From an optimization exercise on the open Yosys and OpenROAD flow, aimed at small area and a short achievable clock period; shortcuts taken in it are not production practice. Function was checked by simulation only, so behaviour that the tests miss may differ from the original. No activity file was given, so power comes from the tool's default toggle rates.

## build 32
==> flow/design.v (excerpt) <==
module  SingleCycleProcessor(DBtheRegVal, PC, DBtheReg, Instr, clk, reset);
export LEC_CHECK = 0
export CAP_MARGIN = 20
export CORE_MARGIN = 2
export CORE_UTILIZATION = 50
export SETUP_SLACK_MARGIN = 3.5
export SLEW_MARGIN = 20
export SYNTH_HIERARCHICAL = 1
export TNS_END_PERCENT = 0
create_clock -name core_clock -period 10.0 [get_ports {clk}]
standard.sh (not shown) runs the stock make flow with config.mk's settings and CLKGATE_MAP_FILE= SYNTH_SCRIPT=/design/flow/synth_recipe.tcl, a recipe that flattens the netlist after the stock synthesis.
==> flow/flow/run.sh <==
#!/bin/bash
# The standard layout (standard.sh) with these changes:
#  - plain buffers (sky130_fd_sc_hd__buf_2) on the ports instead of the
#    resizer's default choice (a delay cell);
#  - clock tree synthesis without dummy loads, with clkbuf_8 buffers and
#    sink clusters of up to 20 registers within 40 um (the clock-pin slew
#    stays near 100 ps and the insertion delay near the standard tree's).
# The full output of the flow goes to standard_flow.log (ORFS's own per-step
# logs are under orfs/logs).
set -o pipefail
export BUFFER_PORTS_ARGS="-buffer_cell sky130_fd_sc_hd__buf_2"
export CTS_ARGS="-sink_clustering_enable -repair_clock_nets -dont_use_dummy_load -buf_list sky130_fd_sc_hd__clkbuf_8 -sink_clustering_size 20 -sink_clustering_max_diameter 40"
bash standard.sh > standard_flow.log 2>&1
Build 32 finished all stages; the layout is clean.
Modified inputs, build 83 compared to build 32
# build 32
export LEC_CHECK = 0
export CAP_MARGIN = 20
export CORE_MARGIN = 2
export CORE_UTILIZATION = 50
export SETUP_SLACK_MARGIN = 3.5
export SLEW_MARGIN = 20
export SYNTH_HIERARCHICAL = 1
export TNS_END_PERCENT = 0
create_clock -name core_clock -period 10.0 [get_ports {clk}]
# build 83
export LEC_CHECK = 0
export CAP_MARGIN = 20
export CORE_MARGIN = 2
export CORE_UTILIZATION = 50
export SETUP_SLACK_MARGIN = 4.2
export SLEW_MARGIN = 20
export SYNTH_HIERARCHICAL = 1
export TNS_END_PERCENT = 0
create_clock -name core_clock -period 10.0 [get_ports {clk}]
[summary]
Build 83 ended with more number of buffers inserted to repair setup after CTS than build 32.
Build 83 contains more vias than build 32.
Looking at non-clock buffer count, build 83 sits about 35% higher than build 32 does.
Comparing the two runs side by side, build 83 comes out behind build 32 on number of violations reported at the end of detailed-routing iteration 0.
Diff build 32 -> build 83: post-detailed-placement cell area flat, setup slack increased by 0.68 ns relative to the old numbers.
The following lists how build 17 was set up differently from build 83:
# build 83
export LEC_CHECK = 0
export CAP_MARGIN = 20
export CORE_MARGIN = 2
export CORE_UTILIZATION = 50
export SETUP_SLACK_MARGIN = 4.2
export SLEW_MARGIN = 20
export SYNTH_HIERARCHICAL = 1
export TNS_END_PERCENT = 0
create_clock -name core_clock -period 10.0 [get_ports {clk}]
# build 17
export LEC_CHECK = 0
export CAP_MARGIN = 20
export CORE_MARGIN = 2
export CORE_UTILIZATION = 50
export SETUP_SLACK_MARGIN = 5
export SLEW_MARGIN = 20
export SYNTH_HIERARCHICAL = 1
export TNS_END_PERCENT = 0
create_clock -name core_clock -period 10.0 [get_ports {clk}]
-- flow/flow/run.sh --
<<< build 83, line 6
#    sink clusters of up to 20 registers within 40 um (the clock-pin slew
#    stays near 100 ps and the insertion delay near the standard tree's).
>>> build 17, line 6
#    sink clusters of up to 20 registers within 45 um (the clock-pin slew
#    stays near 110 ps and the insertion delay near the standard tree's).
<<< build 83, line 12
export CTS_ARGS="-sink_clustering_enable -repair_clock_nets -dont_use_dummy_load -buf_list sky130_fd_sc_hd__clkbuf_8 -sink_clustering_size 20 -sink_clustering_max_diameter 40"
>>> build 17, line 12
export CTS_ARGS="-sink_clustering_enable -repair_clock_nets -dont_use_dummy_load -buf_list sky130_fd_sc_hd__clkbuf_8 -sink_clustering_size 20 -sink_clustering_max_diameter 45"
Findings:
met5 as the highest routed metal layer was reported by build 17, and met4 by build 83.
Build 17 vs. build 83: area fraction of clock buffers and clock inverters has decreased, average size of a mapped cell held, area taken by multi-input logic gates up 3.0%, insertion delay of the later-clocked pin in the worst-skew pair shows no meaningful change.
[diff] worst hold slack, build 17 relative to build 83: improvement
Build 17 vs build 83 — sequential share of cell area dropped 0.94 points.
[build 17] fraction of layout instances using a drive strength above 1 rose 3.2 points relative to build 83
After detailed routing, build 83 needs less wire than build 17.
Build 17 against build 83: count of non-CTS buffers in the layout picked up an extra 33, met3 usage picked up an extra 4.1 points.
The following lists how build 98 was set up differently from build 17:
-- flow/flow/run.sh --
<<< build 17, line 6
#    sink clusters of up to 20 registers within 45 um (the clock-pin slew
#    stays near 110 ps and the insertion delay near the standard tree's).
>>> build 98, line 6
#    sink clusters of up to 20 registers within 40 um (the clock-pin slew
#    stays near 100 ps and the insertion delay near the standard tree's).
<<< build 17, line 12
export CTS_ARGS="-sink_clustering_enable -repair_clock_nets -dont_use_dummy_load -buf_list sky130_fd_sc_hd__clkbuf_8 -sink_clustering_size 20 -sink_clustering_max_diameter 45"
>>> build 98, line 12
export CTS_ARGS="-sink_clustering_enable -repair_clock_nets -dont_use_dummy_load -buf_list sky130_fd_sc_hd__clkbuf_8 -sink_clustering_size 20 -sink_clustering_max_diameter 40"
Findings:
Diff build 17 -> build 98: synthesis-to-layout area growth up 0.35 points; data arrival time of the worst path shrank by 2.49 ns; routed wire length on met2 shows an increase of 2.7%; clock power +about 6%; final critical-path required period moved down. Clock buffer instance count of the final layout for build 98: 12% up relative to build 17. Worst setup path startpoint: DBtheReg[0] -> build 98, Instr[19] -> build 17. Delta(final worst-path setup slack, build 98 - build 17) > 0. Going from build 17 to build 98, number of standard cells in the final layout excluding fillers shows an increase of about 0.7%, detailed-route wire length on metal 1 shows an increase of 830 µm, share of the final layout cell area in multi-input gates shows a reduction of 0.26 points. Slowest stage cell on the critical path: sky130_fd_sc_hd__nand4_1 -> build 98, sky130_fd_sc_hd__nor2b_2 -> build 17.

afterwards: timing with drivers on the ports:
The results above use ideal ports. As a check the final layouts listed here were re-extracted and re-timed, cells and wires unchanged. Step 1, drivers: a clkbuf_16 drives clk and a buf_2 each remaining input, both assumed. Step 2 also shifts input and output timing later by t, the mid clock arrival at the registers, as if the neighbouring blocks saw the same clock. a / b / c = ideal / step 1 / step 2; a / b = the first two.
| run | t, ns | setup slack, ns | hold slack, ns | worst data-port slew with drivers (ns) |
|---|---|---|---|---|
| build 32 | 0.798 | 3.275 / 3.317 / 2.519 | 0.542 / 0.542 / 0.542 | 0.14 |
| build 83 | 0.808 | 3.958 / 3.941 / 3.196 | 0.566 / 0.566 / 0.566 | 0.09 |
| build 17 | 0.783 | 4.024 / 4.031 / 3.278 | 0.594 / 0.594 / 0.594 | 0.08 |
| build 98 | 0.849 | 4.082 / 4.032 / 3.290 | 0.602 / 0.602 / 0.602 | 0.10 |
After both steps setup and hold are still met in every run listed. The setup slack of build 98, which loses most, moves by -0.050 ns with the drivers and by -0.792 ns with both steps.
